What follows belongs to an exercise in optimizing a design on an open flow for small area, a short achievable clock period and few clock cycles per item; a production flow would make more cautious choices.
At most, simulation tests tie the RTL to the original design; equivalence was not proved.
Power figures rest on the tool's default switching activity, not on a simulated workload.

## simple_cpu_top
module simple_cpu_top #(
    parameter BIT_WIDTH = 16,
    parameter PROGRAM_FILE = "program.mem"
)(
    input wire clk,
    input wire rst_n,
    input wire start,
    input wire [BIT_WIDTH-1:0] operand_a,
    input wire [BIT_WIDTH-1:0] operand_b,
    output wire [BIT_WIDTH-1:0] result,
    output wire done
);
    wire [BIT_WIDTH-1:0] product;
    simple_datapath #(.BIT_WIDTH(BIT_WIDTH)) datapath (
        .a(operand_a), .b(operand_b), .p(product)
    );
    simple_control control (
        .clk(clk), .rst_n(rst_n), .start(start), .done(done)
    );
    reg [BIT_WIDTH-1:0] result_r;
    always @(posedge clk)
        if (start) result_r <= product;
    assign result = result_r;
endmodule
For scale: ~350 cells after synthesis, about 17 flip-flops, about 52 I/O pins, about 3600 um^2 of cells after synthesis.
clock: 5.0 ns
lec_check: 0
cap_margin: 20
core_margin: 2
core_utilization: 40
cts_buf_list: sky130_fd_sc_hd__clkbuf_4
gpl_timing_driven: 0
place_density: 0.75
slew_margin: 20
synth_hierarchical: 1
synth_minimum_keep_size: 0
standard.sh (not shown) runs the stock make flow with config.mk's settings and CLKGATE_MAP_FILE= SYNTH_SCRIPT=/design/flow/synth_recipe.tcl, a recipe that flattens the netlist after the stock synthesis.
==> flow/flow/run.sh <==
#!/bin/bash
# The standard layout with: port buffers made from buf_2 cells (ORFS's
# default picks a delay buffer, clkdlybuf4s50_1), then reduced to buf_1 for
# the output ports and the lightly loaded input ports (flow/outbuf.tcl); the
# buffers that synthesis (ABC) inserted removed at
# floorplan, leaving buffering to the resizer, which sees the placement; and
# ORFS's power recovery after global routing, which downsizes gates off the
# critical paths.
set -euo pipefail
bash standard.sh "BUFFER_PORTS_ARGS=-buffer_cell sky130_fd_sc_hd__buf_2" "POST_GLOBAL_PLACE_TCL=$(pwd)/flow/outbuf.tcl" REMOVE_ABC_BUFFERS=1 RECOVER_POWER=100 finish > standard_run.log 2>&1
==> flow/flow/outbuf.tcl <==
# After global placement: the output-port buffers drive only the port's fixed
# load and have plenty of slack, so use the smallest buffer for them; so also
# for input-port buffers with few loads (the resizer upsizes any that need it).
foreach inst [get_cells output*] {
  replace_cell $inst sky130_fd_sc_hd__buf_1
}
foreach inst [get_cells input*] {
  set pin [get_pins -of_objects $inst -filter "direction == output"]
  set net [get_nets -of_objects $pin]
  set nload [llength [get_pins -of_objects $net -filter "direction == input"]]
  if {$nload <= 4} {
    replace_cell $inst sky130_fd_sc_hd__buf_1
  }
}
The starting point completed without violations.
Testbench counts at the start, summed over its fixed seeds: cycles 384, items 384.
Then changed:
--- a/flow/flow/run.sh
+++ b/flow/flow/run.sh
@@ -2,5 +2,4 @@
 # The standard layout with: port buffers made from buf_2 cells (ORFS's
-# default picks a delay buffer, clkdlybuf4s50_1), then reduced to buf_1 for
-# the output ports and the lightly loaded input ports (flow/outbuf.tcl); the
-# buffers that synthesis (ABC) inserted removed at
+# default picks a delay buffer, clkdlybuf4s50_1) and the output-port buffers
+# then reduced to buf_1; the buffers that synthesis (ABC) inserted removed at
 # floorplan, leaving buffering to the resizer, which sees the placement; and
Settings changed: PLACE_DENSITY 0.75 to not set.
What happened: Design area barely changes; utilization is about the same; synthesized area is unchanged; power falls by 0.66%.
Then changed:
--- a/flow/flow/run.sh
+++ b/flow/flow/run.sh
@@ -2,4 +2,5 @@
 # The standard layout with: port buffers made from buf_2 cells (ORFS's
-# default picks a delay buffer, clkdlybuf4s50_1) and the output-port buffers
-# then reduced to buf_1; the buffers that synthesis (ABC) inserted removed at
+# default picks a delay buffer, clkdlybuf4s50_1), then reduced to buf_1 for
+# the output ports and the lightly loaded input ports (flow/outbuf.tcl); the
+# buffers that synthesis (ABC) inserted removed at
 # floorplan, leaving buffering to the resizer, which sees the placement; and
Settings changed: PLACE_DENSITY set to 0.5.
After rerunning: The changed run went through all stages and came out clean. Final area is unchanged. Core utilization is unchanged. Maximum frequency went up slightly. Critical path depth came out higher by 5. Clock-buffer cell count went down by 1. Total power came out higher slightly. Wire length went up by a few percent. Setup slack improved by 0.031 ns. Global-route usage came out higher by 0.51 points. Register-to-register slack hardly moves.
Then changed:
==> flow/flow/run.sh (replaced) <==
#!/bin/bash
# The standard layout with: port buffers made from buf_2 cells (ORFS's
# default picks a delay buffer, clkdlybuf4s50_1); the buffers that synthesis
# (ABC) inserted removed at floorplan, leaving buffering to the resizer, which
# sees the placement; and ORFS's power recovery after global routing, which
# downsizes gates off the critical paths.
set -euo pipefail
bash standard.sh "BUFFER_PORTS_ARGS=-buffer_cell sky130_fd_sc_hd__buf_2" REMOVE_ABC_BUFFERS=1 RECOVER_POWER=100 finish > standard_run.log 2>&1
Settings changed: CTS_BUF_LIST sky130_fd_sc_hd__clkbuf_4 to not set, PLACE_DENSITY 0.5 to not set.
removed: flow/flow/outbuf.tcl
Effect:
- The new run went through all stages and came out clean
- synthesized cell count does not change
- setup slack got worse by 0.030 ns
- final area goes up by 1.5%
- routed wire length goes down by 1.0%
- final cell count is unchanged
- total power goes up by 1.3%
- register-to-register slack hardly moves
- utilization goes up by 0.66 points
- clock-buffer cell count goes up by 1
- via count goes up by 2.8%

job 2356:
Another version of the RTL of simple_cpu_top (not shown whole).
Size: about 17 flip-flops, about 52 I/O pins, ~4800 um^2 of cells after synthesis.
Settings: LEC_CHECK=0, ABC_AREA=1, CAP_MARGIN=20, CORE_MARGIN=2, CORE_UTILIZATION=40, SLEW_MARGIN=20; clock period 5.0 ns.
run.sh (not shown) runs the stock make flow with config.mk's settings and CLKGATE_MAP_FILE= SYNTH_SCRIPT=/design/flow/synth_recipe.tcl, a recipe that flattens the netlist after the stock synthesis.
Stock flow here: none of the scripts above is used.
Job 2356: all stages done; final checks FAILED (negative setup slack).
Edits applied to the flow inputs when going from job 2356 to job 8936:
# job 2356
export LEC_CHECK = 0
export ABC_AREA = 1
export CAP_MARGIN = 20
export CORE_MARGIN = 2
export CORE_UTILIZATION = 40
export SLEW_MARGIN = 20
create_clock -name core_clock -period 5.0 [get_ports {clk}]
# job 8936
export LEC_CHECK = 0
export CAP_MARGIN = 20
export CORE_MARGIN = 2
export CORE_UTILIZATION = 65
export PLACE_DENSITY = 0.75
export SLEW_MARGIN = 20
create_clock -name core_clock -period 5.0 [get_ports {clk}]
Results
FAIL for each of job 8936 and job 2356
What the final checks of job 2356 revealed, after a flow that finished every stage, was a layout that fails on negative setup slack.
Job 8936 against job 2356: switching share of total power ~0 delta, buffering stage count on the worst path with inverters included -2, largest fanout of any net on the critical path -1, first-iteration DRC count -33, combinational share of power +0.7 points.
Looking at leading cell type in the layout, fill and taps excluded, the sky130_fd_sc_hd__nand2_1 result is from job 2356; the sky130_fd_sc_hd__inv_1 one comes from job 8936.
| area growth from synthesis to layout | lower: job 8936 |
Function was not checked in any run of this note: the RTL went through the layout flow alone.

simple_cpu_top with an RTL version that a note above also has.
Size in the first run: roughly 52 I/O pins, ~0.0036 mm² of cells after synthesis.
clock: 5.0 ns
lec_check: 0
cap_margin: 20
core_margin: 2
core_utilization: 40
gpl_timing_driven: 0
setup_slack_margin: 0.3
slew_margin: 20
synth_hierarchical: 1
synth_minimum_keep_size: 0
standard.sh (not shown) runs the stock make flow with config.mk's settings and CLKGATE_MAP_FILE= SYNTH_SCRIPT=/design/flow/synth_recipe.tcl, a recipe that flattens the netlist after the stock synthesis.
==> flow/flow/run.sh <==
#!/bin/bash
# The standard layout with: port buffers made from buf_2 cells (ORFS's
# default picks a delay buffer, clkdlybuf4s50_1); the buffers that synthesis
# (ABC) inserted removed at floorplan, leaving buffering to the resizer, which
# sees the placement; and ORFS's power recovery after global routing, which
# downsizes gates off the critical paths.
set -euo pipefail
bash standard.sh "BUFFER_PORTS_ARGS=-buffer_cell sky130_fd_sc_hd__buf_2" REMOVE_ABC_BUFFERS=1 RECOVER_POWER=100 finish > standard_run.log 2>&1
Testbench counts at the start, summed over its fixed seeds: cycles 384, items 384.
Rerun with:
==> flow/flow/run.sh (replaced) <==
#!/bin/bash
# The standard layout with: port buffers made from buf_2 cells (ORFS's
# default picks a delay buffer, clkdlybuf4s50_1) and the output-port buffers
# then reduced to buf_1; the buffers that synthesis (ABC) inserted removed at
# floorplan, leaving buffering to the resizer, which sees the placement; and
# ORFS's power recovery after global routing, which downsizes gates off the
# critical paths.
set -euo pipefail
bash standard.sh "BUFFER_PORTS_ARGS=-buffer_cell sky130_fd_sc_hd__buf_2" "POST_GLOBAL_PLACE_TCL=$(pwd)/flow/outbuf.tcl" REMOVE_ABC_BUFFERS=1 RECOVER_POWER=100 finish > standard_run.log 2>&1
==> flow/flow/outbuf.tcl (new file) <==
# After global placement: the output-port buffers drive only the port's fixed
# load and have plenty of slack, so use the smallest buffer for them.
foreach inst [get_cells output*] {
  replace_cell $inst sky130_fd_sc_hd__buf_1
}
Settings changed: CTS_BUF_LIST set to sky130_fd_sc_hd__clkbuf_4, SETUP_SLACK_MARGIN 0.3 to not set.
Outcome: Via count went down by a few percent; clock-buffer cell count does not change; worst setup slack loses 0.11 ns; register-to-register slack stays flat; critical path depth went down by 4.
Rerun with:
==> flow/flow/run.sh (replaced) <==
#!/bin/bash
# The standard layout with: port buffers made from buf_2 cells (ORFS's
# default picks a delay buffer, clkdlybuf4s50_1); the buffers that synthesis
# (ABC) inserted removed at floorplan, leaving buffering to the resizer, which
# sees the placement; and ORFS's power recovery after global routing, which
# downsizes gates off the critical paths.
set -euo pipefail
bash standard.sh "BUFFER_PORTS_ARGS=-buffer_cell sky130_fd_sc_hd__buf_2" REMOVE_ABC_BUFFERS=1 RECOVER_POWER=100 finish > standard_run.log 2>&1
removed: flow/flow/outbuf.tcl
After rerunning:
- via count goes down by 1.2%
- cell area stays flat
- sequential power hardly moves
- final cell count is unchanged
- global-route usage goes up by 0.23 points
- fmax stays flat
- register-to-register slack hardly moves
- worst setup slack gets better by 0.0034 ns
- power barely changes

job 101:
simple_cpu_top, a different RTL version from the one above (not shown whole).
Size: about 350 cells after synthesis, roughly 52 I/O pins, about 3600 um^2 of cells after synthesis.
## simple_cpu_top
module simple_cpu_top #(
    parameter BIT_WIDTH = 16,
    parameter PROGRAM_FILE = "program.mem"
)(
    input wire clk,
    input wire rst_n,
    input wire start,
    input wire [BIT_WIDTH-1:0] operand_a,
    input wire [BIT_WIDTH-1:0] operand_b,
    output wire [BIT_WIDTH-1:0] result,
    output wire done
);
export LEC_CHECK = 0
export CAP_MARGIN = 20
export CORE_MARGIN = 2
export CORE_UTILIZATION = 40
export SLEW_MARGIN = 20
export SYNTH_HIERARCHICAL = 1
export SYNTH_MINIMUM_KEEP_SIZE = 0
create_clock -name core_clock -period 5.0 [get_ports {clk}]
==> flow/flow/run.sh <==
#!/bin/bash
# The standard layout, with the port buffers made from buf_2 cells
# (ORFS's default picks a delay buffer, clkdlybuf4s50_1).
set -euo pipefail
bash standard.sh "BUFFER_PORTS_ARGS=-buffer_cell sky130_fd_sc_hd__buf_2" finish > standard_run.log 2>&1
Testbench counts of job 101, summed over its fixed seeds: cycles 384, items 384.
#### Input delta (job 102 over job 101)
- setting GPL_TIMING_DRIVEN to 0 for the first time
==> comparison <==
- Job 102 ended up with a lower reported leakage power than job 101 did.
- [compare] base=job 101 new=job 102: detailed-route wire length now sits lower; critical path depth rose 4; final period demand of the worst path has increased.

## cedar
Another version of the RTL of simple_cpu_top (not shown whole).
Size: roughly 370 cells after synthesis, roughly 52 I/O pins, ~0.0040 mm^2 of cells after synthesis.
export LEC_CHECK = 0
export CAP_MARGIN = 20
export CORE_MARGIN = 2
export CORE_UTILIZATION = 40
export GPL_TIMING_DRIVEN = 0
export SLEW_MARGIN = 20
export SYNTH_HIERARCHICAL = 1
export SYNTH_MINIMUM_KEEP_SIZE = 0
create_clock -name core_clock -period 5.0 [get_ports {clk}]
==> flow/flow/run.sh <==
#!/bin/bash
# The standard layout with: port buffers made from buf_2 cells (ORFS's
# default picks a delay buffer, clkdlybuf4s50_1), then reduced to buf_1 for
# the output ports and the lightly loaded input ports (flow/outbuf.tcl); the
# buffers that synthesis (ABC) inserted removed at
# floorplan, leaving buffering to the resizer, which sees the placement; and
# ORFS's power recovery after global routing, which downsizes gates off the
# critical paths.
set -euo pipefail
bash standard.sh "BUFFER_PORTS_ARGS=-buffer_cell sky130_fd_sc_hd__buf_2" "POST_GLOBAL_PLACE_TCL=$(pwd)/flow/outbuf.tcl" REMOVE_ABC_BUFFERS=1 finish > standard_run.log 2>&1
==> flow/flow/outbuf.tcl <==
# After global placement: the output-port buffers drive only the port's fixed
# load, so use the smallest buffer for them (the resizer upsizes any that
# need it).
foreach inst [get_cells output*] {
  replace_cell $inst sky130_fd_sc_hd__buf_1
}
Testbench counts of cedar, summed over its fixed seeds: cycles 384, items 384.
## Diff of input files: quartz against cedar
==> flow/flow/run.sh <==
#!/bin/bash
# The standard layout with: port buffers made from buf_2 cells (ORFS's
# default picks a delay buffer, clkdlybuf4s50_1), then reduced to buf_1 for
# the output ports (flow/outbuf.tcl); and the buffers that synthesis (ABC)
# inserted removed at floorplan, leaving buffering to the resizer, which sees
# the placement.
set -euo pipefail
bash standard.sh "BUFFER_PORTS_ARGS=-buffer_cell sky130_fd_sc_hd__buf_2" "POST_GLOBAL_PLACE_TCL=$(pwd)/flow/outbuf.tcl" REMOVE_ABC_BUFFERS=1 finish > standard_run.log 2>&1
Notes after the runs:
Summed negative setup slack over all endpoints: cedar vs quartz identical. Final period utilization came out exactly the same in quartz and cedar. Diff cedar..quartz | post-synthesis area per instance | unchanged. Taking cedar as the reference, in quartz gate count of the mapped netlist held; post-DP HPWL stayed essentially flat. cedar -> quartz: number of tapcells delta 0, exact match.

Setup of old:
simple_cpu_top, a different RTL version from the one above (not shown whole).
Size in the first run: ~350 cells after synthesis, ~52 I/O pins, roughly 3600 um2 of cells after synthesis.
Settings: LEC_CHECK=0, CAP_MARGIN=20, CORE_MARGIN=2, CORE_UTILIZATION=40, GPL_TIMING_DRIVEN=0, SLEW_MARGIN=20, SYNTH_HIERARCHICAL=1, SYNTH_MINIMUM_KEEP_SIZE=0; clock period 5.0 ns.
==> flow/flow/run.sh <==
#!/bin/bash
# The standard layout, with the port buffers made from buf_2 cells
# (ORFS's default picks a delay buffer, clkdlybuf4s50_1).
set -euo pipefail
bash standard.sh "BUFFER_PORTS_ARGS=-buffer_cell sky130_fd_sc_hd__buf_2" finish > standard_run.log 2>&1
old: full flow OK, the timing, design-rule and antenna checks passed
Testbench counts of old, summed over its fixed seeds: cycles 384, items 384.
--- input diff old..new ---
==> flow/flow/run.sh <==
#!/bin/bash
# The standard layout with: port buffers made from buf_2 cells (ORFS's
# default picks a delay buffer, clkdlybuf4s50_1), and the buffers that
# synthesis (ABC) inserted removed at floorplan, leaving buffering to the
# resizer, which sees the placement.
set -euo pipefail
bash standard.sh "BUFFER_PORTS_ARGS=-buffer_cell sky130_fd_sc_hd__buf_2" REMOVE_ABC_BUFFERS=1 finish > standard_run.log 2>&1
Notes after the runs:
new: sum of buffers and inverters on the critical path is 1 lower than what old reported.
Looking at time the final worst path needs with I/O delays and setup across old and new, the one that comes out higher is old.
new ends up with lower global-route usage than old does.
In the metrics for old and new, the one carrying the lower count of clock-buffer cells in the layout is old.
Portion of total power attributed to the clock network: new vs old down 0.2 points

rev 12:
Another version of the RTL of simple_cpu_top (not shown whole).
Size in the first run: roughly 24 flip-flops, roughly 52 I/O pins.
export LEC_CHECK = 0
export CAP_MARGIN = 20
export CORE_MARGIN = 2
export CORE_UTILIZATION = 40
export GPL_TIMING_DRIVEN = 0
export SETUP_SLACK_MARGIN = 0.9
export SLEW_MARGIN = 20
export SYNTH_HIERARCHICAL = 1
export SYNTH_MINIMUM_KEEP_SIZE = 0
create_clock -name core_clock -period 5.0 [get_ports {clk}]
==> flow/flow/run.sh <==
#!/bin/bash
# The standard layout with: port buffers made from buf_2 cells (ORFS's
# default picks a delay buffer, clkdlybuf4s50_1), then reduced to buf_1 for
# the output ports and the lightly loaded input ports (flow/outbuf.tcl); the
# buffers that synthesis (ABC) inserted removed at
# floorplan, leaving buffering to the resizer, which sees the placement; and
# ORFS's power recovery after global routing, which downsizes gates off the
# critical paths.
set -euo pipefail
bash standard.sh "BUFFER_PORTS_ARGS=-buffer_cell sky130_fd_sc_hd__buf_2" "POST_GLOBAL_PLACE_TCL=$(pwd)/flow/outbuf.tcl" REMOVE_ABC_BUFFERS=1 RECOVER_POWER=100 finish > standard_run.log 2>&1
Scripts as last shown in full above: flow/flow/outbuf.tcl
Changes in rev 13 relative to rev 12:
- a deleted SETUP_SLACK_MARGIN that had been 0.9
==> flow/flow/outbuf.tcl <==
# After global placement: the output-port buffers drive only the port's fixed
# load and have plenty of slack, so use the smallest buffer for them; so also
# for input-port buffers with few loads (the resizer upsizes any that need it).
foreach inst [get_cells output*] {
  replace_cell $inst sky130_fd_sc_hd__buf_1
}
foreach inst [get_cells input*] {
  set pin [get_pins -of_objects $inst -filter "direction == output"]
  set net [get_nets -of_objects $pin]
  set nload [llength [get_pins -of_objects $net -filter "direction == input"]]
  if {$nload <= 4} {
    replace_cell $inst sky130_fd_sc_hd__buf_1
  }
}
==> notes.md <==
- Diff rev 12 -> rev 13: global-route usage rose 0.30 points, worst slack at placement now sits lower.
- On total met2 wirelength after detailed routing: between rev 13 and rev 12, it ends up higher for rev 13.
- Compared with rev 12, rev 13 shows a higher minimum clock period.
No run of this note included a check of the RTL's function; only the layout flow was run.

afterwards: timing with drivers on the ports:
The results above use ideal ports. As a check the final layouts listed here were re-extracted and re-timed, cells and wires unchanged. Step 1 sets driving cells, clkbuf_16 on the clock port and buf_2 on the other inputs (assumed; they add their load-dependent delay and slew). Step 2 times the ports against the registers' clock, not the clock port: input delays grow and output delays shrink by t, the midpoint of the rising clock arrivals with the driver on. Slacks: ideal ports / drivers / drivers and shift; pairs: ideal ports / drivers.
run	t (ns)	slack for setup (ns)	worst data-port slew with drivers (ns)
the first run of note 1	0.320	0.128 / 0.128 / -0.192	0.04
the second run of note 1	0.311	0.179 / 0.170 / -0.142	0.04
the third run of note 1	0.314	0.210 / 0.211 / -0.103	0.04
the fourth run of note 1	0.272	0.179 / 0.175 / -0.097	0.05
job 2356	0.284	-0.369 / -0.376 / -0.660	0.05
job 8936	0.277	-0.715 / -0.732 / -1.009	0.05
the first run of note 3	0.271	0.276 / 0.251 / -0.019	0.09
the second run of note 3	0.306	0.170 / 0.168 / -0.138	0.05
the third run of note 3	0.306	0.173 / 0.171 / -0.136	0.04
job 101	0.277	0.134 / 0.138 / -0.138	0.04
job 102	0.287	0.085 / 0.053 / -0.234	0.06
cedar	0.314	1.265 / 1.268 / 0.955	0.04
quartz	0.314	1.265 / 1.268 / 0.955	0.04
old	0.280	0.133 / 0.136 / -0.144	0.03
new	0.278	0.158 / 0.162 / -0.116	0.04
rev 12	0.295	0.731 / 0.734 / 0.439	0.05
rev 13	0.298	0.634 / 0.637 / 0.339	0.05
Met with ideal ports but missed after step 2: setup timing in 11 of these runs. For the second run of note 1, which loses most, drivers alone change the setup slack by -0.009 ns; drivers and shift together by -0.321 ns.
